What follows belongs to an exercise in optimizing a design on an open flow for small area; a production flow would make more cautious choices. Only simulation tests tie the RTL to the original design; equivalence was not proved. Power is estimated from default activity; no workload was simulated.

== rev 12 ==
Design ticket_booking_system, start of the top module:
module ticket_booking_system (
    input clk,
    input rst,
    input book,
    input cancel,
    input check,
    input [3:0] seat_type,
    input [4:0] travel_date,
    output reg [7:0] price,
    output reg [7:0] seats_left,
    output reg booking_success,
    output reg cancel_success,
    output reg availability_status
);
    reg         busy;
    reg [1:0]   pulse_count;
    reg         valid;              
    reg [335:0] mem;                
    wire busy_d, bs_d, cs_d, av_d;
    wire [1:0] pc_d;
    wire [7:1] price_d;
    wire [3:0] sl_d;
    wire valid_d, wpinv;
    wire [7:0] blkv_n, wrb_n;
    wire [5:0] pos_n, wpos_n;
    wire [6:0] nv, raw;
    wire wr;
    reg        wp;                  
    reg [2:0]  wblk, wpos;
    reg [6:0]  nvr;
    tbk_glue g (
        .book(book), .cancel(cancel), .check(check),
        .seat_type(seat_type), .travel_date(travel_date),
        .busy(busy), .pc(pulse_count), .bs(booking_success), .cs(cancel_success),
        .av(availability_status), .price(price[7:1]), .sl(seats_left[3:0]), .valid(valid),
        .raw(raw),
        .busy_d(busy_d), .pc_d(pc_d), .bs_d(bs_d), .cs_d(cs_d), .av_d(av_d),
        .price_d(price_d), .sl_d(sl_d), .valid_d(valid_d),
        .blkv_n(blkv_n), .pos_n(pos_n), .wr(wr), .nv(nv),
  ...
For scale: roughly 1,200 cells after synthesis, about 370 flip-flops, about 13,000 um2 of cells after synthesis.
clock: 8.0 ns
lec_check: 0
cap_margin: 20
core_margin: 2
core_utilization: 55
cts_buf_list: sky130_fd_sc_hd__clkbuf_4
place_density: 0.7
slew_margin: 20
synth_hierarchical: 1
synth_minimum_keep_size: 0
run.sh (not shown) runs the stock make flow with config.mk's settings and CLKGATE_MAP_FILE= SYNTH_SCRIPT=/design/flow/synth_recipe.tcl, a recipe that flattens the netlist after the stock synthesis.
--- input diff rev 12..rev 13 ---
Settings: swapping sky130_fd_sc_hd__clkbuf_4 for sky130_fd_sc_hd__clkbuf_16 in CTS_BUF_LIST; putting CTS_CLUSTER_DIAMETER at 80 where nothing was set; putting CTS_CLUSTER_SIZE at 24 where nothing was set.
==> comparison <==
From rev 12 to rev 13 the numbers moved as follows: peak supply drop picked up an extra 7.4%, number of antenna cells inserted lost 1, share of total power in combinational logic picked up an extra 1.0 points, number of vias per cell picked up an extra 3.6%. Rev 13 vs. rev 12: final-report setup violation count flat; layout cell share with drive strength beyond 1 down 8.5 points; ratio of final minimum period to clock period up 1.5 points. The setup slack of rev 13 is smaller than that of rev 12. Having completed the whole flow, rev 13 delivered a layout that passed the timing, design-rule and antenna checks. In the flow results for rev 12 and rev 13, the routed wire length is larger on rev 12. Total power of rev 13 is lower than that of rev 12. On worst-case headroom to the max-slew limit: rev 13 sits above rev 12.

========
Another version of the RTL of ticket_booking_system (not shown whole).
Size in the first run: about 1200 cells after synthesis, roughly 360 flip-flops.
==> flow/config.mk <==
export PLATFORM = sky130hd
export DESIGN_NAME = ticket_booking_system
export DESIGN_NICKNAME = ticket_booking_system
export VERILOG_FILES = /design/flow/design.v
export SDC_FILE = /design/flow/constraint.sdc
export NUM_CORES = 4
export LEC_CHECK = 0
export CAP_MARGIN = 20
export CORE_MARGIN = 2
export CORE_UTILIZATION = 60
export CTS_BUF_LIST = sky130_fd_sc_hd__clkbuf_8
export GPL_TIMING_DRIVEN = 0
export PLACE_DENSITY = 0.75
export SLEW_MARGIN = 20
export SYNTH_HIERARCHICAL = 1
export SYNTH_MINIMUM_KEEP_SIZE = 0
==> flow/constraint.sdc <==
create_clock -name core_clock -period 8.0 [get_ports {clk}]
set_input_delay 1.6000 -clock core_clock [delete_from_list [all_inputs] [get_ports {clk}]]
set_output_delay 1.6000 -clock core_clock [all_outputs]
set_load 0.01 [all_outputs]
The baseline completed, yet does not pass: negative setup slack.
Next try:
--- a/flow/config.mk
+++ b/flow/config.mk
@@ -10,4 +10,2 @@
-export CORE_UTILIZATION = 60
-export CTS_BUF_LIST = sky130_fd_sc_hd__clkbuf_8
-export GPL_TIMING_DRIVEN = 0
-export PLACE_DENSITY = 0.75
+export CORE_UTILIZATION = 40
+export PLACE_DENSITY = 0.6
What happened:
- With this change the flow ran to the end with no violations
- worst setup slack improved by 1000 ps
- via count falls by a few percent
- total power rises by a few percent
- worst hold slack got worse by 11 ps
- fmax rises by roughly a tenth
- routed wire length falls by roughly a tenth

-- static timing again, ports no longer ideal --
The flow's constraints put no driver on any port. The routed layouts listed below were extracted and timed again, unchanged, in two steps.
Step 1: set_driving_cell puts a clkbuf_16 on clk and a buf_2 on each other input, an assumption about the parent block.
Step 2 moves the port delays by t, midway between the first and last clock arrival at a register: inputs arrive t later, outputs are due t later. That takes back most of the time a late clock gives input paths.
a / b / c = ideal ports / drivers / drivers and shift; a / b = the first two.
run | t (ns) | slack for setup (ns) | worst setup path at the end | clock arrival spread, ns | worst register clock-pin slew, ns
rev 12 | 0.762 | 1.546 / 1.563 / 0.800 | input to register | 0.049 / 0.049 | 0.08 / 0.08
rev 13 | 0.572 | 1.423 / 1.444 / 0.872 | input to register | 0.025 / 0.025 | 0.10 / 0.10
the first run of note 2 | 0.643 | -0.799 / -0.838 / -1.482 | input to register | 0.035 / 0.035 | 0.08 / 0.08
the second run of note 2 | 0.563 | 0.200 / 0.213 / -0.350 | input to register | 0.017 / 0.018 | 0.06 / 0.06
Met with ideal ports but missed after step 2: setup timing in the second run of note 2. For rev 12, which loses most, drivers alone change the setup slack by +0.017 ns; drivers and shift together by -0.746 ns.
